Background: an optimization exercise with open tools, aiming at small area. Do not read the settings as production practice.
Only simulation tests tie the RTL to the original design; equivalence was not proved.
No driver is modelled on the clock port, so clocking that relies on it looks cheaper here than on a real chip.
Power and IR drop assume default switching activity.

--- flow/run.sh ---
#!/bin/bash
# synth_recipe.tcl (not shown) runs the flow's synth.tcl, then flattens the netlist and writes it again
# the make line also repeats each setting of config.mk as NAME=value (left out here)
make -C /OpenROAD-flow-scripts/flow DESIGN_CONFIG=/design/flow/config.mk WORK_HOME=/design/flow/orfs CLKGATE_MAP_FILE= SYNTH_SCRIPT=/design/flow/synth_recipe.tcl finish
--- flow/config.mk ---
export PLATFORM = sky130hd
export DESIGN_NAME = ride_fsm
export DESIGN_NICKNAME = ride_fsm
export VERILOG_FILES = /design/flow/design.v
export SDC_FILE = /design/flow/constraint.sdc
export NUM_CORES = 4
export LEC_CHECK = 0
export CAP_MARGIN = 20
export CORE_AREA = 2.3 2.72 57.5 59.84
export DIE_AREA = 0 0 59.8 62.56
export SLEW_MARGIN = 20
--- flow/design.v ---
`timescale 1ns/1ps
module ride_fsm #(
  parameter int DEBOUNCE_CYCLES = 3,
  parameter int PERSIST_CYCLES  = 5,
  parameter int SHUTDOWN_TIMEOUT= 20
)(
  input  logic clk,
  input  logic rst_n,
  input  logic vibration_raw,
  input  logic queue_raw,
  input  logic brake_raw,
  input  logic restraint_raw,
  input  logic mask_vibration,
  input  logic mask_queue,
  input  logic mask_brake,
  input  logic mask_restraint,
  output logic [1:0] state,
  output logic alarm,
  output logic [2:0] fault_code
);
  logic [3:0] raw, db, r1, r2, nxt_db;
  assign raw = {queue_raw, vibration_raw, brake_raw, restraint_raw};
  always_comb
    for (int i = 0; i < 4; i++)
      nxt_db[i] = (raw[i] & r1[i] & r2[i]) | (db[i] & (raw[i] | r1[i] | r2[i]));
  always_ff @(posedge clk or negedge rst_n) begin
    if (!rst_n) begin
      db <= 4'b0;
      r1 <= 4'b0;
    end else begin
      db <= nxt_db;
      r1 <= raw;
    end
  end
  always_ff @(posedge clk) r2 <= r1;
  logic res, brk, vib, que, any_flag;
  assign res = db[0] & ~mask_restraint;
  assign brk = db[1] & ~mask_brake;
  assign vib = db[2] & ~mask_vibration;
  assign que = db[3] & ~mask_queue;
  assign any_flag = res | brk | vib | que;
  always_comb begin
    if (res)      fault_code = 3'd1;
    else if (brk) fault_code = 3'd2;
    else if (vib) fault_code = 3'd3;
    else if (que) fault_code = 3'd4;
    else          fault_code = 3'd0;
  end
  logic [1:0] cur_state, nxt_state;
  logic [4:0] pc;
  logic p_ge5, p_ge20;
  assign p_ge5  = pc[4];
  assign p_ge20 = pc[3] & ~pc[2] & ~pc[1] & ~pc[0];
  always_ff @(posedge clk) begin
    if (!any_flag)                 pc <= 5'd0;
    else if (cur_state == 2'd0)    pc <= 5'd1;
    else                           pc <= {pc[3:0], ~(pc[4] ^ pc[1])};
  end
  always_comb begin
    nxt_state = cur_state;
    case (cur_state)
      2'd0: if (any_flag) nxt_state = 2'd1;
      2'd1: begin
        if (res || brk)     nxt_state = 2'd2;
        else if (p_ge5)     nxt_state = 2'd2;
        else if (!any_flag) nxt_state = 2'd0;
      end
      2'd2: begin
        if (p_ge20 || res)  nxt_state = 2'd3;
        else if (!any_flag) nxt_state = 2'd1;
      end
      default: nxt_state = 2'd3;
    endcase
  end
  always_ff @(posedge clk or negedge rst_n)
    if (!rst_n) cur_state <= 2'd0;
    else        cur_state <= nxt_state;
  assign state = cur_state;
  assign alarm = (cur_state != 2'd0);
endmodule
--- flow/constraint.sdc ---
create_clock -name core_clock -period 5.0 [get_ports {clk}]
set_input_delay 1.0000 -clock core_clock [delete_from_list [all_inputs] [get_ports {clk}]]
set_output_delay 1.0000 -clock core_clock [all_outputs]
set_load 0.01 [all_outputs]
==> results of run 1 <==
power breakdown:
group	internal, W	switching, W	leakage [nW]	total [W]
clock network	0.0000298	0.0000445	0.0177	0.0000742
registers	0.000179	0.0000156	0.181	0.000195
logic	0.0000355	0.0000260	0.173	0.0000615
total	0.000244	0.0000861	0.372	0.000330
cells in the final DEF, fill, tap and decap left out:
cell	instances
a21oi_1	6
and2_1	4
and2b_4	1
clkbuf_4	3
clkdlybuf4s50_1	15
clkinv_2	1
dfrtp_1	10
dfxtp_1	9
inv_1	5
nand2b_1	3
nor2_1	4
nor2_2	1
nor2b_4	2
nor3_1	1
nor4_1	1
nor4b_1	1
nor4b_4	1
o21ai_0	8
o31a_1	1
o31ai_1	1
o41ai_1	1
xor2_1	1
flip-flops by register name (all words and copies together), names as in the netlist:
name	cells
cur_state	2
r1	4
db	4
pc	5
r2	4
metal layers:
metal	vias to the layer above	routed length [µm]
met2	20	564
met5	-	0
met3	2	120
met1	235	620
li1	250	-
met4	0	10
stage by stage:
step	worst slack, ns	power [W]	hold WS (ns)	cell area (µm²)	cells
4_1_cts	1.474	0.0003359	0.3826	919.6	114
3_5_place_dp	1.474	0.0002598	0.3543	892.1	110
2_1_floorplan	2.401	0.0002327	0.3472	699.4	61
6_report	1.461	0.0003303	0.3781	919.6	114
5_1_grt	1.395	0.0003547	0.3987	919.6	114
3_3_place_gp	1.514	0.0002554	0.3503	892.1	110
worst reg2reg max path: stages (launching register included):
cell and delay (ns):
dfrtp_1 0.41, nor2b_4 0.16, nor4b_4 0.43, nor2_2 0.09, and2_1 0.17
kinds of logic after synthesis:
family,count (synthesis),share of synthesized area
DFF,19,0.6154
xor gates and xnor gates,1,0.01252
buffers and inverters,5,0.02684
and+or+nand+nor,19,0.2093
AOI/OAI and AO/OA,17,0.1360
worst paths after layout:
path | to | cells after the start | startpoint
worst max-delay path | fault_code[2] | 4 | mask_brake
worst min-delay path | r2[2] | 0 | r1[2]
worst max register to register | pc[4] | 4 | db[0]
worst min register to register | r2[2] | 0 | r1[2]
max in group asynchronous | db[1] | 1 | rst_n
min in group asynchronous | r1[0] | 1 | rst_n
layout make-up:
type,count,share of cell area
inverters,5,0.02041
flip-flops and latches,19,0.4680
clock buffers,3,0.02449
multi-input cells,37,0.2721
well taps,34,0.04626
clock inverters,1,0.005442
repair buffers,15,0.1633
==> results.toml, run 1 <==
[outcome]
status = "timing/DRC/antenna clean"

[setup_path]
critPathMostFrequentCell = "clkdlybuf4s50_1"
critPathCaptureType = "primary output"
setup.worst_path.class = "in -> out"
r2r_setup_slack_ns = 3.63
max_stage_delay_ns = 0.60
path_cells = "clkdlybuf4s50_1 -> and2b_4 -> nor4_1 -> clkdlybuf4s50_1"
cp_max_fo = 5
critPathTopFamily = "buffers and inverters"
arrival_ns = 2.54
required_ns = 4.00
crit_buf_inv = 2
slowest_stage = "clkdlybuf4s50_1"
worst_setup_path_start_kind = "input pin"

[synth]
yosysMostFrequentCell = "dfrtp_1"
ys_top_cells_by_area = "dfrtp_1, dfxtp_1, o21ai_0, a21oi_1, nor2b_4"
async_flop_share = 0.5263
yosysUniqueCellTypes = 19
netlist.top_cell.by_area = "dfrtp_1"
synth_edf_count = 0
yosysWarnings = 1
synth_nets = 71
synth_ff_type = "dfrtp_1"
ys_seq_area_frac = 0.6154
ys_seq_elements = 19
syn-instance-count = 61
syn_area_um2 = 699.4
synth_top_area_frac = 0.3578
synth_area_per_cell_um2 = 11.47
synth_common_cells = "dfrtp_1, dfxtp_1, o21ai_0, a21oi_1, inv_1"

[cts]
ctsResizeCount = 0
cts_tree = "built"
clockBufferDepth = 2
postCtsSetupBuffers = 0
clockRootBuffer = "clkbuf_4"
cts_buffers = 3
cts_hold_buf = 0
h-tree-depth = 1
path_clk_slew_ns = 0.11
clk_latency_ns = 0.30
cts.sinks = 19

[timing]
maxSlewViolCount = 0
min_period_over_period = 0.7078
setup_viol = 0
finalHoldViolations = 0
slew_headroom = 0.6848
fin_tns_setup_ns = 0
max_freq_ghz = 0.2826
fin_skew_ns = 0.01286
grt_setup_unrepaired = "no"
final.min_clock_period_ns = 3.539
worst_pin_slew_ns = 0.4713

[grt]
grt-busiest-layer = "met1"
grt.overflow.total = 0
gr-usage-met1 = 0.1104
grt_pass1_wl_um = 2056
grt_util_met2 = 0.09103
grt_util_all_layers = 0.07683
met3_usage = 0.04969
grt_start_max_net_pins = 12
grt_pass1_vias = 455
antenna_found_initial = 0

[routing]
routed_wl_um = 1316
wl_per_cell_um = 11.54
drcViolationCount = 0
first_iter_violations = 11
viasPerCell = 4.447
route.vias.total = 507
ant_nets = 0
first_pass_iters = 4

[die]
design.portCount = 16
row_count = 21
core_area_um2 = 3153
start_util = 0.2218
dieArea_um2 = 3741
dieWidth_um = 59.80
fp.dieH_um = 62.56

[final_layout]
area_growth_pct = 31.48
nNetsFinal = 91
num_antenna_cells = 0
drive_above_1_share = 0.1125
fillerInstances = 329
multi_input_area_um2 = 250.2
fin_util = 0.2917
regArea_um2 = 430.4

[power_and_ir_drop]
cellPowerDensity_nw_per_um2 = 359.2
p_leak_nw = 0.3725
peakVddDrop_v = 0.0001479

[place]
dp_hpwl_um = 1031
finalWeightedCongestion = 0.6744
place.port_buffers = 15

[flow_run]
maxCapViolations = 0

[min_path]
hp-class = "reg -> reg"
==> run 2: changes to the inputs <==
==> flow/config.mk (replaced) <==
export PLATFORM = sky130hd
export DESIGN_NAME = ride_fsm
export DESIGN_NICKNAME = ride_fsm
export VERILOG_FILES = /design/flow/design.v
export SDC_FILE = /design/flow/constraint.sdc
export NUM_CORES = 4
export LEC_CHECK = 0
export ABC_AREA = 1
export CAP_MARGIN = 20
export CORE_MARGIN = 2
export CORE_UTILIZATION = 70
export SLEW_MARGIN = 20
==> run 2 against run 1 <==
Still clean; register-to-register slack better by 0.26 ns; utilization is 61 points higher; synthesized cell count is 44% higher; fmax is 2.4% higher; first-iteration DRC count unchanged; critical path type unchanged.
==> results.toml, run 2 <==
[outcome]
status = "timing/DRC/antenna clean"

[cts]
cts.sinks = 19
clockRootBuffer = "clkbuf_4"
clockBufferDepth = 2
cts_hold_buf = 0
path_clk_slew_ns = 0.10
cts_buffers = 3
ctsResizeCount = 0
cts_tree = "built"
clk_latency_ns = 0.29
postCtsSetupBuffers = 0
h-tree-depth = 1

[routing]
route.vias.total = 640
routed_wl_um = 1643
first_iter_violations = 11
ant_nets = 0
drcViolationCount = 0
viasPerCell = 5.289
first_pass_iters = 4
wl_per_cell_um = 13.58

[die]
row_count = 12
core_area_um2 = 1081
start_util = 0.7245
dieArea_um2 = 1403
fp.dieH_um = 37.45
design.portCount = 16
dieWidth_um = 37.45

[synth]
netlist.top_cell.by_area = "dfrtp_1"
synth_area_per_cell_um2 = 8.901
yosysUniqueCellTypes = 17
synth_ff_type = "dfrtp_1"
syn-instance-count = 88
yosysWarnings = 1
synth_nets = 98
synth_edf_count = 0
syn_area_um2 = 783.3
async_flop_share = 0.5263
ys_seq_elements = 19
synth_common_cells = "inv_1, dfrtp_1, nand3_1, dfxtp_1"
ys_top_cells_by_area = "dfrtp_1, dfxtp_1, inv_1, nand3_1, a21oi_1"
yosysMostFrequentCell = "inv_1"
synth_top_area_frac = 0.3195
ys_seq_area_frac = 0.5495

[setup_path]
reg2reg_to = "pc[0]"
path_cells = "clkdlybuf4s50_1 -> nor2_4 -> inv_1 -> a21oi_1 -> clkdlybuf4s50_1"
r2r_setup_slack_ns = 3.89
critPathCaptureType = "primary output"
cp_max_fo = 4
setup.worst_path.class = "in -> out"
r2r-start = "cur_state[0]"
arrival_ns = 2.45
max_stage_delay_ns = 0.56
critPathMostFrequentCell = "clkdlybuf4s50_1"
required_ns = 4.00
worst_setup_path_start_kind = "input pin"
slowest_stage = "clkdlybuf4s50_1"
worst_r2r_path_depth = 5

[place]
place.port_buffers = 15
dp_hpwl_um = 1236
finalWeightedCongestion = 0.7765
dp.cells = 117

[power_and_ir_drop]
internal_power_w = 0.0002836
cellPowerDensity_nw_per_um2 = 450.4
p_leak_nw = 0.4599
switching_share = 0.3555
peakVddDrop_v = 0.0002881
p_comb_frac = 0.368
clock_power_share = 0.169
seqPwrFrac = 0.463
p_sw_w = 0.0001565

[final_layout]
most-common-layout-cells = "inv_1, clkdlybuf4s50_1, nand3_1, dfrtp_1, dfxtp_1"
largest_reg_flops = 5
final_cells = 121
fin_util = 0.9039
drive_above_1_share = 0.1215
area_growth_pct = 24.76
num_antenna_cells = 0
nNetsFinal = 118
regMostFlops = "pc"
mostFrequentLayoutCell = "inv_1"

[timing]
max_freq_ghz = 0.2895
fin_skew_ns = 0.001953
hold_ws_ns = 0.4141
min_period_over_period = 0.6909
slew_headroom = 0.6969
final.min_clock_period_ns = 3.455
maxSlewViolCount = 0
setup_viol = 0
finalHoldViolations = 0
grt_setup_unrepaired = "no"
fin_tns_setup_ns = 0
worst_pin_slew_ns = 0.4532

[flow_run]
maxCapViolations = 0

[grt]
met3_usage = 0.07738
grt_util_met2 = 0.4912
grt.overflow.total = 0
grt-busiest-layer = "met2"
grt_pass1_vias = 612
antenna_found_initial = 0
grt_util_all_layers = 0.2828
grt_start_max_net_pins = 11
gr-usage-met1 = 0.2880
grt_pass1_wl_um = 2559

[min_path]
hp-class = "reg -> reg"
hold_path_end = "r2[1]"
hold_path.startpoint = "r1[1]"
hold_depth = 0
[run 2: logic make-up after synthesis]
family | after synthesis | synth area share
AND/OR/NAND/NOR | 42 | 0.3067
AO/OA/AOI/OAI | 9 | 0.05750
flip-flops | 19 | 0.5495
buffers and inverters | 18 | 0.08626
[run 2: cell type report]
class / instances / area [µm²]
sequential: 19 / 430.4
inverter: 18 / 67.56
fill: 57 / 103.9
multi-input combinational: 51 / 285.3
clock buffer: 4 / 26.28
tap: 14 / 17.52
timing repair buffer: 15 / 150.1
[run 2: worst max-delay path, delay by kind of cell]
| family | cells | cell delay, ns |
|---|---|---|
| AND/OR/NAND/NOR | 1 | 0.23 |
| buffers and inverters | 3 | 1.07 |
| AO/OA/AOI/OAI | 1 | 0.15 |
[run 2: metal layers]
metal	routed length, µm	share of wire	vias up
li1	-	-	317
met1	652	0.40	283
met2	827	0.50	30
met3	88	0.054	10
met4	75	0.046	0
met5	0	0	-
[run 2: worst max path at each step]
stage	from	end	depth (start not counted)
after floorplan	mask_queue	fault_code[2]	2
after global placement	mask_queue	fault_code[2]	4
after detailed placement	mask_vibration	fault_code[1]	5
after CTS	mask_vibration	fault_code[1]	5
after global routing	mask_vibration	fault_code[1]	5
final	mask_vibration	fault_code[1]	5
[run 2: per-stage QoR]
| stage | total power (W) | cell area [µm²] | setup WS, ns |
|---|---|---|---|
| 4_1_cts | 0.0004407 | 977.2 | 1.549 |
| 3_3_place_gp | 0.0003549 | 950.9 | 1.561 |
| 6_report | 0.0004401 | 977.2 | 1.545 |
| 3_5_place_dp | 0.0003641 | 950.9 | 1.548 |
| 2_1_floorplan | 0.0003009 | 783.3 | 2.436 |
| 5_1_grt | 0.0004679 | 977.2 | 1.455 |
[run 2: power groups by stage]
stage	combinational, W	clock [W]	sequential, W
2_1_floorplan	0.0000958	0	0.000205
3_3_place_gp	0.000151	0	0.000204
3_5_place_dp	0.000159	0	0.000205
4_1_cts	0.000162	0.0000752	0.000203
5_1_grt	0.000178	0.0000837	0.000206
6_report	0.000162	0.0000743	0.000204
==> run 3: changes to the inputs <==
==> flow/flow/run.sh (new file) <==
#!/bin/bash
# Own layout flow: the standard synthesis, then every combinational cell
# set to the smallest drive of its family, then the standard layout with
# buf_1 as the port buffer cell. Each tool's output goes to a log of its own.
set -euo pipefail
W=$(pwd)
R=$W/orfs/results/$FLOW_PLATFORM/ride_fsm/base
bash standard.sh synth > synth.log 2>&1
openroad -no_init -exit flow/downsize.tcl > downsize.log 2>&1
touch "$R/1_synth.sdc"
bash standard.sh "BUFFER_PORTS_ARGS=-buffer_cell sky130_fd_sc_hd__buf_1" finish > layout.log 2>&1
==> flow/flow/downsize.tcl (new file) <==
# Set each combinational cell of the synthesized netlist to the smallest-area
# cell of its family (same name up to the drive suffix).
set R [pwd]/orfs/results/$::env(FLOW_PLATFORM)/ride_fsm/base
read_db $R/1_synth.odb
set db [ord::get_db]
set dont {probe lpflow}
set n 0
foreach inst [[ord::get_db_block] getInsts] {
  set m [$inst getMaster]
  set name [$m getName]
  if {![regexp {^(sky130_fd_sc_hd__)([a-z0-9]+)_([0-9]+)$} $name -> pre base drv]} continue
  if {[string match "df*" $base] || [string match "sdf*" $base] || [string match "edf*" $base] || [string match "dl*" $base]} continue
  set best $m
  set barea [expr {[$m getWidth] * [$m getHeight]}]
  foreach d {0 1 2 3 4 6 8 12 16} {
    set alt [$db findMaster "${pre}${base}_$d"]
    if {$alt eq "NULL"} continue
    set a [expr {[$alt getWidth] * [$alt getHeight]}]
    if {$a < $barea} { set best $alt; set barea $a }
  }
  if {$best ne $m} {
    puts "[$inst getName]: $name -> [$best getName]"
    $inst swapMaster $best
    incr n
  }
}
puts "downsized $n cells"
write_db $R/1_synth.odb
==> flow/standard.sh (new file) <==
#!/bin/bash
# synth_recipe.tcl (not shown) runs the flow's synth.tcl, then flattens the netlist and writes it again
# the make line also repeats each setting of config.mk as NAME=value (left out here)
make -C /OpenROAD-flow-scripts/flow DESIGN_CONFIG=/design/flow/config.mk WORK_HOME=/design/flow/orfs CLKGATE_MAP_FILE= SYNTH_SCRIPT=/design/flow/synth_recipe.tcl "${@:-finish}"
==> flow/config.mk (replaced) <==
export PLATFORM = sky130hd
export DESIGN_NAME = ride_fsm
export DESIGN_NICKNAME = ride_fsm
export VERILOG_FILES = /design/flow/design.v
export SDC_FILE = /design/flow/constraint.sdc
export NUM_CORES = 4
export LEC_CHECK = 0
export CAP_MARGIN = 20
export CORE_AREA = 2.3 2.72 57.5 59.84
export DIE_AREA = 0 0 59.8 62.56
export SLEW_MARGIN = 20
removed: flow/run.sh
==> run 3 against run 2 <==
Still clean on timing, DRC and antenna; final cell count decreased by 5.8%; first-iteration DRC count increased by 73%; hold slack got worse by 0.039 ns; flip-flop and latch count unchanged; largest cell class unchanged.
==> results.toml, run 3 <==
[outcome]
status = "timing/DRC/antenna clean"

[setup_path]
arrival_ns = 1.77
setup.worst_path.class = "in -> out"
cp_max_fo = 5
critPathCaptureType = "primary output"
required_ns = 4.00
worst_setup_path_start_kind = "input pin"
worst_r2r_path_depth = 4

[place]
place.port_buffers = 15
finalWeightedCongestion = 0.7258
dp.cells = 110
dp_hpwl_um = 969.2
placed_area_um2 = 763.2

[synth]
yosysWarnings = 1
synth_nets = 71
syn-instance-count = 61
syn_area_um2 = 664.4
synth_area_per_cell_um2 = 10.89

[timing]
finalHoldViolations = 0
slew_headroom = 0.4988
worst_pin_slew_ns = 0.7414
fin_skew_ns = 0.004368
min_period_over_period = 0.5531
grt_setup_unrepaired = "no"
fin_tns_setup_ns = 0
max_freq_ghz = 0.3616
final.min_clock_period_ns = 2.765
setup_viol = 0
maxSlewViolCount = 0

[cts]
cts_hold_buf = 0
cts_buffers = 3
h-tree-depth = 1
cts_tree = "built"
ctsResizeCount = 0
clockRootBuffer = "clkbuf_4"
postCtsSetupBuffers = 0
cts.sinks = 19
clockBufferDepth = 2
clk_latency_ns = 0.30
path_clk_slew_ns = 0.11

[min_path]
hp-class = "reg -> reg"
hold_depth = 0

[die]
start_util = 0.2107
core_area_um2 = 3153
dieWidth_um = 59.80
design.portCount = 16
dieArea_um2 = 3741
fp.dieH_um = 62.56
row_count = 21

[power_and_ir_drop]
cellPowerDensity_nw_per_um2 = 400.4
peakVddDrop_v = 0.00007619
p_leak_nw = 0.3071

[routing]
first_iter_violations = 19
wl_per_cell_um = 10.65
routed_wl_um = 1214
route.vias.total = 492
ant_nets = 0
drcViolationCount = 0
first_pass_iters = 4
viasPerCell = 4.316

[final_layout]
final_cells = 114
regMostFlops = "pc"
final_area_um2 = 790.8
num_antenna_cells = 0
nNetsFinal = 91
area_growth_pct = 19.02
drive_above_1_share = 0.05000
mostFrequentLayoutCell = "buf_1"
largest_reg_flops = 5
most-common-layout-cells = "buf_1, dfrtp_1, dfxtp_1"

[flow_run]
maxCapViolations = 0

[grt]
grt_pass1_wl_um = 2125
antenna_found_initial = 0
grt.overflow.total = 0
grt_pass1_vias = 481
grt_util_all_layers = 0.07705
grt_start_max_net_pins = 12
-- run 3: changes by cell type in the layout (fill, tap and decap cells not counted), sizes merged, moves of 2 or more --
cell,before,now
nor4b,0,2
nor3,5,1
nand4,2,0
nor2,11,5
nor2b,0,2
o21ai,1,8
inv,18,5
and2,0,4
a21oi,8,6
nand3,10,0
buf,0,15
nand2,13,0
nand2b,0,3
clkdlybuf4s50,15,0
-- run 3: routing by layer --
layer,up-vias,part of all wire,track usage
li1,247,-,-
met1,224,0.46,0.09585
met2,17,0.45,0.1073
met3,4,0.067,0.03727
met4,0,0.018,0.04167
met5,-,0,0
-- run 3: report_power, final --
group	total (W)	switching, W	internal [W]
clock	0.0000764	0.0000466	0.0000298
combinational	0.0000465	0.0000231	0.0000234
sequential	0.000194	0.0000148	0.000179
total	0.000317	0.0000845	0.000232
-- run 3: final timing paths --
path                                  from             to  slack (ns)
max in group asynchronous            rst_n          db[0]        4.01
worst min register to register       r1[1]          r2[1]        0.38
worst max-delay path            mask_brake  fault_code[2]        2.23
worst min-delay path                 r1[1]          r2[1]        0.38
worst max register to register       db[0]          pc[1]        3.25
min in group asynchronous            rst_n          db[1]        0.64
-- run 3: worst max-delay path, cell delays in order --
cell	delay (ns)
buf_1	0.06
and2b_1	0.21
nor4_1	0.29
buf_1	0.19
-- run 3: cell type report --
cell class                      count  area, µm²
Tap cell                           34      42.54
Clock buffer                        3      22.52
Fill cell                         353       2362
Timing Repair Buffer               15      56.30
Multi-Input combinational cell     37      215.2
Inverter                            5      18.77
Clock inverter                      1      5.005
Sequential cell                    19      430.4
-- run 3: per-stage QoR --
step | hold slack, ns | setup slack [ns] | power [W] | utilization
finish | 0.3751 | 2.235 | 0.0003166 | 0.2508
global route | 0.3981 | 2.156 | 0.0003413 | 0.2508
CTS | 0.3815 | 2.225 | 0.0003237 | 0.2508
detailed placement | 0.3552 | 2.225 | 0.0002447 | 0.2421
global placement | 0.3507 | 2.260 | 0.0002418 | 0.2421
floorplan | 0.3472 | 2.390 | 0.0002271 | -
==> run 4: changes to the inputs <==
--- a/flow/config.mk
+++ b/flow/config.mk
@@ -7,5 +7,7 @@
 export LEC_CHECK = 0
 export CAP_MARGIN = 20
 export CORE_AREA = 2.3 2.72 57.5 59.84
+export CTS_CLUSTER_DIAMETER = 100
+export CTS_CLUSTER_SIZE = 30
 export DIE_AREA = 0 0 59.8 62.56
 export SLEW_MARGIN = 20
==> run 4 against run 3 <==
Total power unchanged; still clean; critical endpoint unchanged; combinational power about the same; sequential share of layout area stayed put; critical path type unchanged; highest routed layer unchanged.
==> results.toml, run 4 <==
[routing]
wl_per_cell_um = 10.65
viasPerCell = 4.316
first_pass_iters = 4
ant_nets = 0
routed_wl_um = 1214
route.vias.total = 492
drcViolationCount = 0
first_iter_violations = 19

[cts]
clockRootBuffer = "clkbuf_4"
cts.sinks = 19
cts_buffers = 3
ctsResizeCount = 0
path_clk_slew_ns = 0.11
clockBufferDepth = 2
h-tree-depth = 1
clk_latency_ns = 0.30
cts_hold_buf = 0
postCtsSetupBuffers = 0
cts_tree = "built"

[final_layout]
fin_util = 0.2508
multi_input_area_um2 = 215.2
final_area_um2 = 790.8
area_growth_pct = 19.02
largest_reg_flops = 5
num_antenna_cells = 0
drive_above_1_share = 0.05000
fillerInstances = 353
most-common-layout-cells = "buf_1, dfrtp_1, dfxtp_1"
regMostFlops = "pc"
nNetsFinal = 91
regArea_um2 = 430.4
mostFrequentLayoutCell = "buf_1"

[setup_path]
startpoint = "mask_brake"
setup.worst_path.class = "in -> out"
worst_setup_path_start_kind = "input pin"
r2r-start = "db[0]"
arrival_ns = 1.77
required_ns = 4.00
cp_max_fo = 5
critPathCaptureType = "primary output"

[grt]
grt_pass1_vias = 481
antenna_found_initial = 0
grt_start_max_net_pins = 12
grt.overflow.total = 0
grt_pass1_wl_um = 2125
grt_util_all_layers = 0.07705

[power_and_ir_drop]
internal_power_w = 0.0002321
switching_share = 0.2668
p_leak_nw = 0.3071
cellPowerDensity_nw_per_um2 = 400.4
p_comb_frac = 0.147
p_sw_w = 0.00008449
peakVddDrop_v = 0.00007619
clock_power_share = 0.241
seqPwrFrac = 0.612

[die]
fp.dieH_um = 62.56
dieWidth_um = 59.80
core_area_um2 = 3153
dieArea_um2 = 3741
design.portCount = 16
row_count = 21
start_util = 0.2107

[timing]
finalHoldViolations = 0
slew_headroom = 0.4988
min_period_over_period = 0.5531
maxSlewViolCount = 0
final.min_clock_period_ns = 2.765
grt_setup_unrepaired = "no"
max_freq_ghz = 0.3616
fin_skew_ns = 0.004368
fin_tns_setup_ns = 0
worst_pin_slew_ns = 0.7414
setup_viol = 0

[place]
dp_hpwl_um = 969.2
finalWeightedCongestion = 0.7258
placed_area_um2 = 763.2
place.port_buffers = 15

[flow_run]
maxCapViolations = 0

[synth]
synth_area_per_cell_um2 = 10.89
syn_area_um2 = 664.4
synth_nets = 71
syn-instance-count = 61
yosysWarnings = 1

[min_path]
hp-class = "reg -> reg"
hold_path.startpoint = "r1[1]"

[outcome]
status = "timing/DRC/antenna clean"
==> run 4: worst max-delay path, stage by stage <==
cell,delay (ns)
buf_1,0.06
and2b_1,0.21
nor4_1,0.29
buf_1,0.19
==> run 4: stage by stage <==
step / setup slack (ns) / hold slack [ns] / cells / total power [W]
after floorplan: 2.390 / 0.3472 / 61 / 0.0002271
after global placement: 2.260 / 0.3507 / 110 / 0.0002418
after detailed placement: 2.225 / 0.3552 / 110 / 0.0002447
after CTS: 2.225 / 0.3815 / 114 / 0.0003237
after global routing: 2.156 / 0.3981 / 114 / 0.0003413
final: 2.235 / 0.3751 / 114 / 0.0003166
==> run 4: path summary, 6_finish.rpt <==
kind	end	slack (ns)	cells after the start
max	fault_code[2]	2.23	4
min	r2[1]	0.38	0
max reg2reg	pc[1]	3.25	4
min reg2reg	r2[1]	0.38	0
max in group asynchronous	db[0]	4.01	1
min in group asynchronous	db[1]	0.64	1
==> run 4: power by group through the flow <==
| stage | sequential, W | clock, W | combinational (W) |
|---|---|---|---|
| after floorplan | 0.000193 | 0 | 0.0000345 |
| after global placement | 0.000197 | 0 | 0.0000450 |
| after detailed placement | 0.000197 | 0 | 0.0000476 |
| after CTS | 0.000194 | 0.0000818 | 0.0000476 |
| after global routing | 0.000198 | 0.0000899 | 0.0000536 |
| final | 0.000194 | 0.0000764 | 0.0000465 |
==> run 4: layout make-up <==
class,count,share of cell area
Multi-Input combinational cell,37,0.2722
Inverter,5,0.02373
Timing Repair Buffer,15,0.07120
Sequential cell,19,0.5443
Clock buffer,3,0.02848
Tap cell,34,0.05380
Clock inverter,1,0.006329
==> run 4: metal layers <==
layer / vias to the layer above / track usage / part of all wire
met2: 17 / 0.1073 / 0.45
met4: 0 / 0.04167 / 0.018
met3: 4 / 0.03727 / 0.067
li1: 247 / - / -
met1: 224 / 0.09585 / 0.46
met5: - / 0 / 0
==> run 5: changes to the inputs <==
==> flow/flow/run.sh (replaced) <==
#!/bin/bash
# Own layout flow: the standard synthesis; every combinational cell set to
# the smallest drive of its family; the standard floorplan and placement
# with buf_1 as the port buffer cell; a clock tree of one clock buffer in place
# of TritonCTS; then the standard routing and finish.
# Each tool's output goes to a log of its own in this folder.
set -euo pipefail
W=$(pwd)
R=$W/orfs/results/$FLOW_PLATFORM/ride_fsm/base
PB="BUFFER_PORTS_ARGS=-buffer_cell sky130_fd_sc_hd__buf_1"
bash standard.sh synth > synth.log 2>&1
openroad -no_init -exit flow/downsize.tcl > downsize.log 2>&1
touch "$R/1_synth.sdc"
bash standard.sh "$PB" place > place.log 2>&1
RDIR=$R CLKBUF=sky130_fd_sc_hd__clkbuf_8 openroad -no_init -exit flow/mycts.tcl > cts.log 2>&1
bash standard.sh "$PB" finish > finish.log 2>&1
==> flow/flow/mycts.tcl (new file) <==
# Clock tree of one buffer: all register clock pins on one clock buffer,
# placed at the centre of the registers, in place of TritonCTS.
set R $::env(RDIR)
read_db $R/3_place.odb
read_liberty $::env(FLOW_HOME)/platforms/$::env(FLOW_PLATFORM)/lib/sky130_fd_sc_hd__tt_025C_1v80.lib
read_sdc $R/3_place.sdc
source $::env(FLOW_HOME)/platforms/$::env(FLOW_PLATFORM)/setRC.tcl
set block [ord::get_db_block]
set clk [$block findNet clk]
set xs 0; set ys 0; set n 0
foreach it [$clk getITerms] {
  set bb [[$it getInst] getBBox]
  set xs [expr {$xs + ([$bb xMin]+[$bb xMax])/2}]
  set ys [expr {$ys + ([$bb yMin]+[$bb yMax])/2}]
  incr n
}
set dbu [$block getDbUnitsPerMicron]
set x [expr {double($xs)/$n/$dbu}]; set y [expr {double($ys)/$n/$dbu}]
puts "clock sinks $n, centre $x $y"
insert_buffer -buffer_cell $::env(CLKBUF) -net clk -location [list $x $y] -buffer_name clkbuf_0_clk -net_name clknet_0_clk
set bi NULL; foreach i [$block getInsts] { if {[string match clkbuf_0_clk* [$i getName]]} { set bi $i } }; foreach it [$bi getITerms] { set nn [$it getNet]; if {$nn ne "NULL"} { puts "[[$it getMTerm] getName] -> [$nn getName] ([llength [$nn getITerms]] iterms)"; $nn setSigType CLOCK } }

detailed_placement
check_placement -verbose
set_propagated_clock [all_clocks]
estimate_parasitics -placement
report_clock_skew
report_worst_slack -max
report_worst_slack -min
write_db $R/4_1_cts.odb
write_sdc -no_timestamp $R/4_cts.sdc
--- a/flow/config.mk
+++ b/flow/config.mk
@@ -7,7 +7,5 @@
 export LEC_CHECK = 0
 export CAP_MARGIN = 20
 export CORE_AREA = 2.3 2.72 57.5 59.84
-export CTS_CLUSTER_DIAMETER = 100
-export CTS_CLUSTER_SIZE = 30
 export DIE_AREA = 0 0 59.8 62.56
 export SLEW_MARGIN = 20
==> run 5 against run 4 <==
Global-route usage decreased by 1.2 points; clock skew decreased by 0.0019 ns; final area decreased by 1.7%; fmax about the same; non-clock buffer count unchanged; combinational power about the same; sequential power about the same; sequential share of layout area increased by 0.96 points; utilization decreased by 0.44 points; critical path type unchanged.
==> results.toml, run 5 <==
[final_layout]
final_cells = 111
regMostFlops = "pc"
fin_util = 0.2464
largest_reg_flops = 5
multi_input_area_um2 = 215.2
fillerInstances = 349
mostFrequentLayoutCell = "buf_1"
regArea_um2 = 430.4
nNetsFinal = 89
drive_above_1_share = 0.01299
area_growth_pct = 16.95
num_antenna_cells = 0
most-common-layout-cells = "buf_1, dfrtp_1, dfxtp_1"
final_area_um2 = 777.0

[power_and_ir_drop]
peakVddDrop_v = 0.00009761
p_leak_nw = 0.2966
cellPowerDensity_nw_per_um2 = 379.3

[timing]
max_freq_ghz = 0.3617
maxSlewViolCount = 0
setup_viol = 0
min_period_over_period = 0.5530
grt_setup_unrepaired = "no"
final.min_clock_period_ns = 2.765
fin_ws_ns = 2.235
slew_headroom = 0.4997
fin_tns_setup_ns = 0
fin_skew_ns = 0.002502
finalHoldViolations = 0
worst_pin_slew_ns = 0.7400

[grt]
gr-usage-met1 = 0.1023
grt-busiest-layer = "met1"
grt.overflow.total = 0
antenna_found_initial = 0
grt_util_all_layers = 0.06545
grt_util_met2 = 0.1005
grt_start_max_net_pins = 20
grt_pass1_vias = 450
grt_pass1_wl_um = 2042
met3_usage = 0.004141

[die]
row_count = 21
dieArea_um2 = 3741
dieWidth_um = 59.80
design.portCount = 16
start_util = 0.2107
fp.dieH_um = 62.56
core_area_um2 = 3153

[setup_path]
r2r_setup_slack_ns = 3.25
critPathCaptureType = "primary output"
slowest_stage = "nor4_1"
cp_max_fo = 5
worst_r2r_path_depth = 4
path_cells = "buf_1 -> and2b_1 -> nor4_1 -> buf_1"
critPathTopFamily = "simple AND/OR/NAND/NOR gates"
reg2reg_to = "pc[1]"
critPathMostFrequentCell = "buf_1"
max_stage_delay_ns = 0.29
worst_setup_path_start_kind = "input pin"
arrival_ns = 1.76
crit_buf_inv = 2
setup.worst_path.class = "in -> out"
required_ns = 4.00
r2r-start = "db[0]"

[place]
post-place-ws_ns = 2.225
dp_hpwl_um = 969.2
place.port_buffers = 15
finalWeightedCongestion = 0.7258
placed_area_um2 = 763.2
dp.cells = 110

[synth]
syn-instance-count = 61
syn_area_um2 = 664.4
yosysWarnings = 1
synth_nets = 71
synth_area_per_cell_um2 = 10.89

[routing]
wl_per_cell_um = 10.50
routed_wl_um = 1166
first_iter_violations = 9
first_pass_iters = 4
drcViolationCount = 0
viasPerCell = 4.225
route.vias.total = 469
ant_nets = 0

[min_path]
hp-class = "reg -> reg"
hold_path.startpoint = "r1[2]"
hold_depth = 0
hold_path_end = "r2[2]"

[cts]
path_clk_slew_ns = 0.11
clk_latency_ns = 0.16

[outcome]
status = "timing/DRC/antenna clean"

[flow_run]
maxCapViolations = 0
-- run 5: through the flow --
stage | power, W | hold slack, ns
5_1_grt | 0.0003174 | 0.3904
3_3_place_gp | 0.0002418 | 0.3507
6_report | 0.0002947 | 0.3772
2_1_floorplan | 0.0002271 | 0.3472
3_5_place_dp | 0.0002447 | 0.3552
-- run 5: power by group --
part	leakage, nW	total (W)	switching (W)	internal, W
sequential	0.181	0.000193	0.0000146	0.000179
clock	0.00719	0.0000549	0.0000362	0.0000187
combinational	0.108	0.0000463	0.0000229	0.0000234
-- run 5: worst max path at each step --
stage / from / endpoint / cells after the start
2_1_floorplan: mask_brake / fault_code[2] / 2
3_5_place_dp: mask_brake / fault_code[2] / 4
6_report: mask_brake / fault_code[2] / 4
5_1_grt: mask_brake / fault_code[2] / 4
3_3_place_gp: mask_brake / fault_code[2] / 4
-- run 5: cell type report --
class,instances,share of cell area
sequential,19,0.5539
inverter,5,0.02415
tap,34,0.05475
multi-input combinational,37,0.2770
clock buffer,1,0.01771
timing repair buffer,15,0.07246
-- run 5: metal layers --
| metal | wire length, µm | up-vias |
|---|---|---|
| met2 | 516 | 9 |
| li1 | - | 241 |
| met4 | 21 | 0 |
| met1 | 574 | 217 |
| met3 | 54 | 2 |
| met5 | 0 | - |
==> run 6: changes to the inputs <==
==> flow/flow/run.sh (replaced) <==
#!/bin/bash
# Own layout flow: the standard synthesis; its combinational logic
# re-mapped by ABC for area (registers kept, equivalence proved by Yosys);
# every combinational cell set to the smallest drive of its family; the standard flow's
# standard floorplan and placement with buf_1 as the port buffer cell; a clock
# tree of one clock buffer in place of TritonCTS; then the standard
# routing and finish. Each tool's output goes to a log of its own here.
set -euo pipefail
W=$(pwd)
R=$W/orfs/results/$FLOW_PLATFORM/ride_fsm/base
PB="BUFFER_PORTS_ARGS=-buffer_cell sky130_fd_sc_hd__buf_1"
bash standard.sh synth > synth.log 2>&1
bash flow/remap.sh $R > remap.log 2>&1
bash standard.sh synth > synth2.log 2>&1
openroad -no_init -exit flow/downsize.tcl > downsize.log 2>&1
touch "$R/1_synth.sdc"
bash standard.sh "$PB" place > place.log 2>&1
RDIR=$R CLKBUF=sky130_fd_sc_hd__clkbuf_8 openroad -no_init -exit flow/mycts.tcl > cts.log 2>&1
bash standard.sh "$PB" finish > finish.log 2>&1
==> flow/flow/abc_a.script (new file) <==
strash
 &get -n
 &dc2
 &dch
 &nf -a -E 5
 &put
==> flow/flow/abc_b.script (new file) <==
strash
 &get -n
 &fraig -x
 &put
 scorr
 dc2
 dretime
 strash
 &get -n
 &dch -f
 &nf {D}
 &put
==> flow/flow/abc_c.script (new file) <==
strash
 ifraig
 scorr
 dc2
 strash
 dch -f
 map -a
==> flow/flow/remap.sh (new file) <==
#!/bin/bash
# Re-map the combinational logic of the standard synthesis netlist with ABC,
# keeping every register cell (type and instance name) as it is. Tries a few
# ABC scripts, keeps the smallest netlist that Yosys proves equivalent to the
# standard one, and writes it back as the synthesis netlist.
set -euo pipefail
R=$1
W=$(pwd)
LIB=$FLOW_HOME/platforms/$FLOW_PLATFORM/lib/sky130_fd_sc_hd__tt_025C_1v80.lib
DU=$(sed -n '/^export DONT_USE_CELLS/,/^$/p' $FLOW_HOME/platforms/$FLOW_PLATFORM/config.mk | grep -oE 'sky130_fd_sc_hd__[a-z0-9_]+' | sed 's/^/-dont_use /' | tr '\n' ' ')
cp $R/1_2_yosys.v $W/std_1_2_yosys.v
best=""; besta=""
for s in default a b c; do
  if [[ $s == default ]]; then scr=""; else scr="-script $W/flow/abc_$s.script"; fi
  yosys -p "
read_liberty -ignore_miss_func $LIB
read_verilog $W/std_1_2_yosys.v
hierarchy -top $FLOW_TOP
setattr -mod -set keep_hierarchy 1 sky130_fd_sc_hd__df*
flatten
opt_clean
abc -liberty $LIB $DU $scr
opt_clean -purge
rename -hide w:*.*
tee -o $W/remap_$s.stat stat -liberty $LIB
blackbox sky130_fd_sc_hd__df*
write_verilog -noattr -noexpr -nohex -nodec $W/remap_$s.v
" > $W/remap_$s.log 2>&1 || continue
  yosys -p "
read_liberty -ignore_miss_func $LIB
read_verilog $W/std_1_2_yosys.v; rename $FLOW_TOP gold
read_verilog $W/remap_$s.v; rename $FLOW_TOP gate
hierarchy -check
flatten gold gate
async2sync
rename -hide w:_*
opt_clean
equiv_make gold gate eq
hierarchy -top eq
equiv_simple -seq 2
equiv_induct
equiv_status -assert
" > $W/remap_eq_$s.log 2>&1 || { echo "$s: not proven equivalent"; continue; }
  a=$(grep -E "Chip area for module" $W/remap_$s.stat | awk '{print $NF}')
  echo "$s: area $a"
  if [[ -z $besta ]] || awk -v a=$a -v b=$besta 'BEGIN{exit !(a<b)}'; then best=$s; besta=$a; fi
done
sa=$(yosys -p "read_liberty -ignore_miss_func $LIB; read_verilog $W/std_1_2_yosys.v; hierarchy -top $FLOW_TOP; tee -o $W/std.stat stat -liberty $LIB" > /dev/null 2>&1; grep -E "Chip area for module" $W/std.stat | awk '{print $NF}')
echo "standard: area $sa; best: $best $besta"
if [[ -n $best ]] && awk -v a=$besta -v b=$sa 'BEGIN{exit !(a<b)}'; then
  cp $W/remap_$best.v $R/1_2_yosys.v
  rm -f $R/1_synth.odb $R/1_synth.sdc
  echo "using $best"
fi
==> run 6 against run 5 <==
Routed wire length down 0.60%; synthesized cell count down 6.6%; critical path type unchanged; critical path depth unchanged; via count down 0.21%; final area down 2.9%; combinational power up 77%; synthesized area down 3.4%; utilization down 0.71 points.
==> results.toml, run 6 <==
[die]
core_area_um2 = 3153
design.portCount = 16
start_util = 0.2036
dieArea_um2 = 3741
row_count = 21
dieWidth_um = 59.80
fp.dieH_um = 62.56

[routing]
wl_per_cell_um = 10.83
ant_nets = 0
first_pass_iters = 2
drcViolationCount = 0
viasPerCell = 4.374
route.vias.total = 468
first_iter_violations = 41
routed_wl_um = 1159

[setup_path]
setup.worst_path.class = "in -> out"
path_cells = "buf_1 -> nand2b_1 -> o21ai_0 -> buf_1"
r2r-start = "db[0]"
worst_setup_path_start_kind = "input pin"
r2r_setup_slack_ns = 3.76
slowest_stage = "nand2b_1"
critPathCaptureType = "primary output"
critPathMostFrequentCell = "buf_1"
worst_r2r_path_depth = 3
arrival_ns = 1.62
cp_max_fo = 4
reg2reg_to = "cur_state[0]"
max_stage_delay_ns = 0.19
required_ns = 4.00

[final_layout]
nNetsFinal = 85
area_growth_pct = 17.54
drive_above_1_share = 0.01370
largest_reg_flops = 5
most-common-layout-cells = "buf_1, dfrtp_1, dfxtp_1"
final_area_um2 = 754.5
multi_input_area_um2 = 207.7
fillerInstances = 347
regMostFlops = "pc"
mostFrequentLayoutCell = "buf_1"
regArea_um2 = 430.4
num_antenna_cells = 0

[timing]
finalHoldViolations = 0
fin_tns_setup_ns = 0
final.min_clock_period_ns = 2.616
min_period_over_period = 0.5231
grt_setup_unrepaired = "no"
fin_skew_ns = 0.002125
maxSlewViolCount = 0
worst_pin_slew_ns = 0.5588
setup_viol = 0
max_freq_ghz = 0.3823
slew_headroom = 0.6274

[grt]
grt.overflow.total = 0
grt_util_all_layers = 0.06402
antenna_found_initial = 0
grt_start_max_net_pins = 20
grt_pass1_wl_um = 2035
grt_pass1_vias = 473

[min_path]
hold_path_end = "r2[2]"
hp-class = "reg -> reg"
hold_depth = 0
hold_path.startpoint = "r1[2]"

[synth]
syn-instance-count = 57
syn_area_um2 = 641.9
synth_nets = 67
yosysWarnings = 1
synth_area_per_cell_um2 = 11.26

[cts]
path_clk_slew_ns = 0.10
clk_latency_ns = 0.16

[power_and_ir_drop]
cellPowerDensity_nw_per_um2 = 445.5
peakVddDrop_v = 0.0001103
p_leak_nw = 0.3007

[flow_run]
maxCapViolations = 0

[place]
place.port_buffers = 15
finalWeightedCongestion = 0.7950
dp_hpwl_um = 979.7
placed_area_um2 = 740.7

[outcome]
status = "timing/DRC/antenna clean"
==> run 6: area by class of cell <==
cell class	count	area share
Timing Repair Buffer	15	0.07463
Inverter	1	0.004975
Sequential cell	19	0.5705
Tap cell	34	0.05638
Multi-Input combinational cell	37	0.2753
Clock buffer	1	0.01824
==> run 6: worst max-delay path by stage <==
stage / startpoint / to / cells after the start
6_report: mask_vibration / fault_code[0] / 4
5_1_grt: mask_vibration / fault_code[2] / 5
3_5_place_dp: mask_vibration / fault_code[0] / 4
3_3_place_gp: mask_vibration / fault_code[0] / 4
2_1_floorplan: mask_vibration / fault_code[0] / 2
==> run 6: power by group <==
| group | total [W] | leakage, nW | internal, W | switching [W] |
|---|---|---|---|---|
| clock network | 0.0000530 | 0.00719 | 0.0000186 | 0.0000344 |
| logic | 0.0000818 | 0.101 | 0.0000348 | 0.0000471 |
| registers | 0.000201 | 0.193 | 0.000182 | 0.0000189 |
==> run 6: critical path, delay by kind of cell <==
| kind | cells | cell delay [ns] |
|---|---|---|
| AO/OA/AOI/OAI | 1 | 0.19 |
| buffers and inverters | 2 | 0.24 |
| AND/OR/NAND/NOR | 1 | 0.19 |
==> run 6: metal layers <==
layer	global-route usage	up-vias	share of wire
li1	-	243	-
met1	0.08216	213	0.44
met2	0.1128	10	0.48
met3	0.01242	2	0.067
met4	0.005556	0	0.012
met5	0	-	0
==> run 6: stage by stage <==
stage,power [W],worst slack (ns),util,hold slack [ns],cells
after floorplan,0.0002574,2.534,-,0.3685,57
after global placement,0.0002835,2.395,0.2349,0.3752,106
after detailed placement,0.0002876,2.381,0.2349,0.3822,106
after global routing,0.0003615,2.334,0.2393,0.4319,107
final,0.0003361,2.384,0.2393,0.4028,107
==> run 7: changes to the inputs <==
--- a/flow/design.v
+++ b/flow/design.v
@@ -18,21 +18,22 @@
   output logic alarm,
   output logic [2:0] fault_code
 );
-  logic [3:0] raw, db, r1, r2, nxt_db;
+  logic [3:0] raw, db, ndb, r1, r2, nxt_ndb;
   assign raw = {queue_raw, vibration_raw, brake_raw, restraint_raw};
   always_comb
     for (int i = 0; i < 4; i++)
-      nxt_db[i] = (raw[i] & r1[i] & r2[i]) | (db[i] & (raw[i] | r1[i] | r2[i]));
+      nxt_ndb[i] = ~(raw[i] & r1[i] & r2[i]) & (ndb[i] | ~(raw[i] | r1[i] | r2[i]));
   always_ff @(posedge clk or negedge rst_n) begin
     if (!rst_n) begin
-      db <= 4'b0;
+      ndb <= 4'b1111;
       r1 <= 4'b0;
     end else begin
-      db <= nxt_db;
+      ndb <= nxt_ndb;
       r1 <= raw;
     end
   end
   always_ff @(posedge clk) r2 <= r1;
+  assign db = ~ndb;
   logic res, brk, vib, que, any_flag;
   assign res = db[0] & ~mask_restraint;
   assign brk = db[1] & ~mask_brake;
@@ -47,15 +48,18 @@
     else          fault_code = 3'd0;
   end
   logic [1:0] cur_state, nxt_state;
-  logic [4:0] pc;
+  logic [4:0] pc, pq, nxt_pc;
+  localparam logic [4:0] PINV = 5'b01010;
+  assign pc = pq ^ PINV;
   logic p_ge5, p_ge20;
   assign p_ge5  = pc[4];
   assign p_ge20 = pc[3] & ~pc[2] & ~pc[1] & ~pc[0];
-  always_ff @(posedge clk) begin
-    if (!any_flag)                 pc <= 5'd0;
-    else if (cur_state == 2'd0)    pc <= 5'd1;
-    else                           pc <= {pc[3:0], ~(pc[4] ^ pc[1])};
+  always_comb begin
+    if (!any_flag)                 nxt_pc = 5'd0;
+    else if (cur_state == 2'd0)    nxt_pc = 5'd1;
+    else                           nxt_pc = {pc[3:0], ~(pc[4] ^ pc[1])};
   end
+  always_ff @(posedge clk) pq <= nxt_pc ^ PINV;
   always_comb begin
     nxt_state = cur_state;
     case (cur_state)
==> flow/flow/remap.sh (replaced) <==
#!/bin/bash
# Re-map the combinational logic of the standard synthesis netlist with ABC,
# keeping every register cell (type and instance name) as it is. Each round
# re-maps the current netlist with each ABC script below and keeps the
# smallest result that Yosys proves equivalent to the standard netlist; it
# stops when a round finds nothing smaller. The result replaces the
# synthesis netlist.
set -uo pipefail
R=$1
W=$(pwd)
D=$W/remap
mkdir -p $D
LIB=$FLOW_HOME/platforms/$FLOW_PLATFORM/lib/sky130_fd_sc_hd__tt_025C_1v80.lib
DU=$(sed -n '/^export DONT_USE_CELLS/,/^$/p' $FLOW_HOME/platforms/$FLOW_PLATFORM/config.mk | grep -oE 'sky130_fd_sc_hd__[a-z0-9_]+' | sed 's/^/-dont_use /' | tr '\n' ' ')
SCRIPTS=(
"default"
"strash; &get -n; &fraig -x; &put; scorr; dc2; dretime; strash; &get -n; &dch -f; &nf {D}; &put"
"strash; ifraig; scorr; dc2; strash; dch -f; map -a"
"strash; &get -n; &dc2; &dch; &nf -a -E 5; &put"
"strash; dch -f; map -a; strash; dch -f; map -a; strash; dch -f; map -a"
"strash; &get -n; &dch -f; &nf -a -F 10 -A 10 -E 10; &put"
"strash; &get -n; &dc2; &dc2; &dch -f; &nf -a -R 10000; &put"
"strash; dc2; resub -K 8; dch -f; map -a"
"strash; &get -n; &dch -f; &nf -a; &put; strash; &get -n; &dch -f; &nf -a; &put"
"strash; dch; amap"
"strash; &get -n; &b; &dch -f; &nf -a -p; &put"
"strash; &get -n; &dch -f; &if -K 4 -a; &put; strash; dch -f; map -a"
"strash; &get -n; &if -K 6 -a; &mfs; &st; &dch -f; &nf -a; &put"
)
area() {
  yosys -p "read_liberty -ignore_miss_func $LIB; read_verilog $1; hierarchy -top $FLOW_TOP; tee -o $1.stat stat -liberty $LIB" > $1.stat.log 2>&1
  grep -E "Chip area for module" $1.stat | awk '{print $NF}'
}
equiv() {
  yosys -p "
read_liberty -ignore_miss_func $LIB
read_verilog $D/std.v; rename $FLOW_TOP gold
read_verilog $1; rename $FLOW_TOP gate
hierarchy -check
flatten gold gate
async2sync
rename -hide w:_*
opt_clean
equiv_make gold gate eq
hierarchy -top eq
equiv_simple -seq 2
equiv_induct
equiv_status -assert
" > $1.eq.log 2>&1
}
cp $R/1_2_yosys.v $D/std.v
cp $D/std.v $D/cur.v
cura=$(area $D/cur.v)
echo "standard: area $cura"
for r in 1 2 3 4 5 6; do
  besta=$cura; best=""
  for i in "${!SCRIPTS[@]}"; do
    s=${SCRIPTS[$i]}
    c=$D/r${r}_s$i.v
    if [[ $s == default ]]; then scr=""; else echo "$s" | tr ';' '\n' > $D/s$i.abc; scr="-script $D/s$i.abc"; fi
    yosys -p "
read_liberty -ignore_miss_func $LIB
read_verilog $D/cur.v
hierarchy -top $FLOW_TOP
setattr -mod -set keep_hierarchy 1 sky130_fd_sc_hd__df*
flatten
opt_clean
abc -liberty $LIB $DU $scr
opt_clean -purge
rename -hide w:*.*
blackbox sky130_fd_sc_hd__df*
write_verilog -noattr -noexpr -nohex -nodec $c
" > $c.log 2>&1 || continue
    a=$(area $c)
    [[ -n $a ]] || continue
    if awk -v a=$a -v b=$besta 'BEGIN{exit !(a<b)}'; then
      if equiv $c; then besta=$a; best=$c; else echo "round $r script $i: not proven equivalent"; fi
    fi
  done
  [[ -n $best ]] || break
  cp $best $D/cur.v; cura=$besta
  echo "round $r: $(basename $best) area $cura"
done
if ! cmp -s $D/cur.v $D/std.v; then
  equiv $D/cur.v || { echo "final netlist not proven equivalent; keeping the standard one"; exit 0; }
  cp $D/cur.v $R/1_2_yosys.v
  rm -f $R/1_synth.odb $R/1_synth.sdc
  echo "using the re-mapped netlist, area $cura"
fi
removed: flow/flow/abc_a.script
removed: flow/flow/abc_b.script
removed: flow/flow/abc_c.script
==> run 7 against run 6 <==
Utilization shrank 0.48 points; first-iteration DRC count shrank 88%; clock-buffer cell count is the same; fmax shrank 2.0%; clock power grew 3%; highest routed layer unchanged; still clean; global-route usage shrank 0.70 points; setup slack lost 0.054 ns; synthesized area shrank 2.3%; sequential power grew 6%; final area shrank 2.0%; critical path type unchanged; final cell count shrank 0.93%.
==> results.toml, run 7 <==
[timing]
slew_headroom = 0.5312
fin_tns_setup_ns = 0
min_period_over_period = 0.5339
setup_viol = 0
fin_skew_ns = 0.001604
max_freq_ghz = 0.3746
grt_setup_unrepaired = "no"
maxSlewViolCount = 0
final.min_clock_period_ns = 2.670
hold_ws_ns = 0.3905
worst_pin_slew_ns = 0.6978
finalHoldViolations = 0

[final_layout]
drive_above_1_share = 0.06944
fin_util = 0.2345
fillerInstances = 351
num_antenna_cells = 0
nNetsFinal = 84
most-common-layout-cells = "buf_1, nor2_1, dfxtp_1"
regMostFlops = "pq"
mostFrequentLayoutCell = "buf_1"
largest_reg_flops = 5
area_growth_pct = 17.96
final_area_um2 = 739.5

[power_and_ir_drop]
p_comb_frac = 0.231
switching_share = 0.3035
clock_power_share = 0.156
peakVddDrop_v = 0.0001521
p_sw_w = 0.0001059
internal_power_w = 0.0002430
p_leak_nw = 0.2636
seqPwrFrac = 0.613
cellPowerDensity_nw_per_um2 = 471.8

[place]
place.port_buffers = 15
finalWeightedCongestion = 0.6483
placed_area_um2 = 725.7
dp_hpwl_um = 905.3

[synth]
synth_area_per_cell_um2 = 11.19
syn-instance-count = 56
synth_nets = 66
syn_area_um2 = 626.9
yosysWarnings = 1

[setup_path]
r2r_setup_slack_ns = 3.42
required_ns = 4.00
crit_cells = 4
slowest_stage = "o22ai_1"
setup.worst_path.class = "in -> out"
path_cells = "buf_1 -> o22ai_1 -> nor2b_1 -> buf_1"
critPathTopFamily = "buffers and inverters"
critPathMostFrequentCell = "buf_1"
worst_r2r_path_depth = 4
critPathCaptureType = "primary output"
arrival_ns = 1.67
worst_setup_path_start_kind = "input pin"
cp_max_fo = 3
crit_buf_inv = 2
max_stage_delay_ns = 0.25

[die]
design.portCount = 16
row_count = 21
start_util = 0.1988
core_area_um2 = 3153
dieArea_um2 = 3741
dieWidth_um = 59.80
fp.dieH_um = 62.56

[cts]
path_clk_slew_ns = 0.11
clk_latency_ns = 0.16

[routing]
first_pass_iters = 4
viasPerCell = 4.453
wl_per_cell_um = 10.57
drcViolationCount = 0
route.vias.total = 472
routed_wl_um = 1120
first_iter_violations = 5
ant_nets = 0

[grt]
grt_pass1_wl_um = 1780
grt_pass1_vias = 412
grt_start_max_net_pins = 20
grt_util_all_layers = 0.05705
antenna_found_initial = 0
grt.overflow.total = 0

[flow_run]
maxCapViolations = 0

[min_path]
hp-class = "reg -> reg"
hold_depth = 1

[outcome]
status = "timing/DRC/antenna clean"
-- run 7: through the flow --
stage | power, W | worst slack, ns | instances
final | 0.0003489 | 2.330 | 106
after global routing | 0.0003734 | 2.252 | 106
after detailed placement | 0.0002999 | 2.331 | 105
after global placement | 0.0002971 | 2.332 | 105
after floorplan | 0.0002687 | 2.527 | 56
-- run 7: power groups by stage --
| stage | clock (W) | sequential (W) | combinational (W) |
|---|---|---|---|
| 6_report | 0.0000544 | 0.000214 | 0.0000808 |
| 2_1_floorplan | 0 | 0.000215 | 0.0000536 |
| 3_3_place_gp | 0 | 0.000216 | 0.0000812 |
| 5_1_grt | 0.0000632 | 0.000218 | 0.0000921 |
| 3_5_place_dp | 0 | 0.000217 | 0.0000827 |
-- run 7: layer usage --
layer  vias to the layer above  global-route usage  share of wire
met5                         -                   0              0
met4                         0            0.005556         0.0089
met3                         2            0.006211          0.049
met2                        10             0.09239           0.49
met1                       225             0.08366           0.45
li1                        235                   -              -
-- run 7: layout make-up --
cell class	instances	area (µm²)	share of cell area
Sequential cell	19	435.4	0.5888
Clock buffer	1	13.76	0.01861
Inverter	2	7.507	0.01015
Multi-Input combinational cell	35	183.9	0.2487
Timing Repair Buffer	15	56.30	0.07614
Tap cell	34	42.54	0.05753
-- run 7: worst register-to-register path: cells and delay by family (launching register included) --
kind,cells,cell delay [ns]
AO/OA/AOI/OAI,2,0.28
flip-flops,1,0.56
AND/OR/NAND/NOR,2,0.67
-- run 7: worst paths after layout --
kind                                 from            end
hold / removal                      pq[2]          pq[3]
setup reg to reg                   ndb[2]   cur_state[0]
setup / recovery           mask_vibration  fault_code[1]
min in group asynchronous           rst_n          r1[3]
hold reg to reg                     pq[2]          pq[3]
max in group asynchronous           rst_n         ndb[0]
==> run 8: changes to the inputs <==
--- a/flow/design.v
+++ b/flow/design.v
@@ -18,22 +18,26 @@
   output logic alarm,
   output logic [2:0] fault_code
 );
-  logic [3:0] raw, db, ndb, r1, r2, nxt_ndb;
+  localparam logic [3:0] DBINV = 4'b1111;
+  localparam logic [3:0] R1INV = 4'b0000;
+  logic [3:0] raw, db, r1, r2, dbq, r1q, r2q, nxt_db;
   assign raw = {queue_raw, vibration_raw, brake_raw, restraint_raw};
+  assign db = dbq ^ DBINV;
+  assign r1 = r1q ^ R1INV;
+  assign r2 = r2q ^ R1INV;
   always_comb
     for (int i = 0; i < 4; i++)
-      nxt_ndb[i] = ~(raw[i] & r1[i] & r2[i]) & (ndb[i] | ~(raw[i] | r1[i] | r2[i]));
+      nxt_db[i] = (raw[i] & r1[i] & r2[i]) | (db[i] & (raw[i] | r1[i] | r2[i]));
   always_ff @(posedge clk or negedge rst_n) begin
     if (!rst_n) begin
-      ndb <= 4'b1111;
-      r1 <= 4'b0;
+      dbq <= 4'b1111;
+      r1q <= 4'b0000;
     end else begin
-      ndb <= nxt_ndb;
-      r1 <= raw;
+      dbq <= nxt_db ^ DBINV;
+      r1q <= raw ^ R1INV;
     end
   end
-  always_ff @(posedge clk) r2 <= r1;
-  assign db = ~ndb;
+  always_ff @(posedge clk) r2q <= r1q;
   logic res, brk, vib, que, any_flag;
   assign res = db[0] & ~mask_restraint;
   assign brk = db[1] & ~mask_brake;
@@ -48,17 +52,14 @@
     else          fault_code = 3'd0;
   end
   logic [1:0] cur_state, nxt_state;
+  localparam logic [4:0] PINV = 5'b10101;
   logic [4:0] pc, pq, nxt_pc;
-  localparam logic [4:0] PINV = 5'b01010;
   assign pc = pq ^ PINV;
   logic p_ge5, p_ge20;
-  assign p_ge5  = pc[4];
-  assign p_ge20 = pc[3] & ~pc[2] & ~pc[1] & ~pc[0];
-  always_comb begin
-    if (!any_flag)                 nxt_pc = 5'd0;
-    else if (cur_state == 2'd0)    nxt_pc = 5'd1;
-    else                           nxt_pc = {pc[3:0], ~(pc[4] ^ pc[1])};
-  end
+  assign p_ge5  = pc[1];
+  assign p_ge20 = pc[3] & pc[2] & pc[0];
+  localparam logic [4:0] PCLR = 5'b01100;
+  assign nxt_pc = any_flag ? {pc[3:0], ~(pc[4] ^ pc[2])} : PCLR;
   always_ff @(posedge clk) pq <= nxt_pc ^ PINV;
   always_comb begin
     nxt_state = cur_state;
==> run 8 against run 7 <==
Non-clock buffer count unchanged; die area unchanged; routed wire length shrank 1.3%; critical path type unchanged; synthesized cell count is 1.8% higher; combinational power decreased by 46%; first-iteration DRC count grew to 4.4 times the previous value.
==> results.toml, run 8 <==
[outcome]
status = "timing/DRC/antenna clean"

[power_and_ir_drop]
peakVddDrop_v = 0.00009233
p_leak_nw = 0.2747
cellPowerDensity_nw_per_um2 = 400.7

[setup_path]
path_cells = "buf_1 -> nor2_1 -> clkinv_1 -> o31ai_1 -> buf_1"
worst_r2r_path_depth = 7
arrival_ns = 1.75
max_stage_delay_ns = 0.24
setup.worst_path.class = "in -> out"
critPathCaptureType = "primary output"
required_ns = 4.00
cp_max_fo = 4
worst_setup_path_start_kind = "input pin"
slowest_stage = "nor2_1"
critPathMostFrequentCell = "buf_1"

[routing]
ant_nets = 0
viasPerCell = 4.140
drcViolationCount = 0
route.vias.total = 443
first_pass_iters = 4
wl_per_cell_um = 10.34
first_iter_violations = 22
routed_wl_um = 1106

[final_layout]
final_area_um2 = 733.2
nNetsFinal = 85
drive_above_1_share = 0.08219
area_growth_pct = 18.15
num_antenna_cells = 0
regMostFlops = "pq"
largest_reg_flops = 5
mostFrequentLayoutCell = "buf_1"
most-common-layout-cells = "buf_1, nor2_1, dfxtp_1"

[timing]
finalHoldViolations = 0
fin_skew_ns = 0.0007262
hold_ws_ns = 0.4080
grt_setup_unrepaired = "no"
min_period_over_period = 0.5505
final.min_clock_period_ns = 2.753
setup_viol = 0
max_freq_ghz = 0.3633
maxSlewViolCount = 0
worst_pin_slew_ns = 0.5675
slew_headroom = 0.6217
fin_tns_setup_ns = 0

[cts]
path_clk_slew_ns = 0.11
clk_latency_ns = 0.16

[die]
row_count = 21
dieWidth_um = 59.80
fp.dieH_um = 62.56
start_util = 0.1968
dieArea_um2 = 3741
design.portCount = 16
core_area_um2 = 3153

[synth]
syn_area_um2 = 620.6
syn-instance-count = 57
yosysWarnings = 1
synth_area_per_cell_um2 = 10.89
synth_nets = 67

[flow_run]
maxCapViolations = 0

[place]
finalWeightedCongestion = 0.7513
dp_hpwl_um = 897.5
placed_area_um2 = 719.4
place.port_buffers = 15

[grt]
grt_pass1_wl_um = 1890
antenna_found_initial = 0
grt_pass1_vias = 427
grt.overflow.total = 0
grt_util_all_layers = 0.06170
grt_start_max_net_pins = 20

[min_path]
hp-class = "reg -> reg"
hold_depth = 0
run 8: power by group:
part	switching (W)	leakage, nW	internal, W
Sequential	0.0000148	0.182	0.000182
Combinational	0.0000246	0.0856	0.0000187
Clock	0.0000355	0.00719	0.0000187
run 8: worst paths after layout:
kind | startpoint | end | slack (ns)
worst max-delay path | mask_restraint | fault_code[0] | 2.25
worst min-delay path | r1q[0] | r2q[0] | 0.41
worst max register to register | dbq[0] | cur_state[1] | 3.50
worst min register to register | r1q[0] | r2q[0] | 0.41
max in group asynchronous | rst_n | dbq[0] | 3.84
min in group asynchronous | rst_n | cur_state[1] | 0.79
run 8: area by class of cell:
| class | instances | area [µm²] |
|---|---|---|
| fillers | 339 | 2420 |
| flip-flops and latches | 19 | 435.4 |
| multi-input cells | 36 | 177.7 |
| repair buffers | 15 | 56.30 |
| well taps | 34 | 42.54 |
| clock buffers | 1 | 13.76 |
| inverters | 2 | 7.507 |
run 8: through the flow:
step                power (W)  worst slack [ns]  cells  utilization
floorplan           0.0002267             2.498     57            -
global placement    0.0002392             2.268    106       0.2282
detailed placement  0.0002438             2.235    106       0.2282
global route        0.0003121             2.151    107       0.2325
finish              0.0002938             2.247    107       0.2325
run 8: layer usage:
metal,track usage,up-vias,share of wire
li1,-,226,-
met1,0.08668,210,0.43
met2,0.1046,7,0.52
met3,0.008282,0,0.048
met4,0.002778,0,0
met5,0,-,0
run 8: critical path: cells and delay by family:
| family | cells | cell delay, ns |
|---|---|---|
| buffers and inverters | 3 | 0.42 |
| and+or+nand+nor | 1 | 0.24 |
| AOI/OAI and AO/OA | 1 | 0.10 |

==> separate check: timing with driven ports <==
The results above use ideal ports. As a check the final layouts listed here were re-extracted and re-timed, cells and wires unchanged.
Step 1: set_driving_cell puts a clkbuf_16 on clk and a buf_2 on each other input, an assumption about the parent block.
Step 2, shift: input delay + t, output delay - t, t = (earliest + latest rising clock arrival at the registers) / 2. This alone moves slack from input paths to output paths.
a / b / c = no drivers / after step 1 / after step 2; a / b = the first two.
| run | t (ns) | setup WS [ns] | worst register clock-pin slew, ns |
|---|---|---|---|
| run 1 | 0.309 | 1.461 / 1.435 / 1.435 | 0.11 / 0.11 |
| run 2 | 0.304 | 1.545 / 1.523 / 1.523 | 0.10 / 0.10 |
| run 3 | 0.315 | 2.235 / 2.211 / 2.211 | 0.11 / 0.11 |
| run 4 | 0.315 | 2.235 / 2.211 / 2.211 | 0.11 / 0.11 |
| run 5 | 0.185 | 2.235 / 2.211 / 2.211 | 0.11 / 0.11 |
| run 6 | 0.181 | 2.384 / 2.364 / 2.364 | 0.10 / 0.10 |
| run 7 | 0.183 | 2.330 / 2.307 / 2.307 | 0.11 / 0.11 |
| run 8 | 0.182 | 2.247 / 2.228 / 2.228 | 0.11 / 0.11 |
After both steps every run listed still meets setup and hold. For run 1, which loses most, drivers alone change the setup slack by -0.026 ns; drivers and shift together by -0.026 ns.
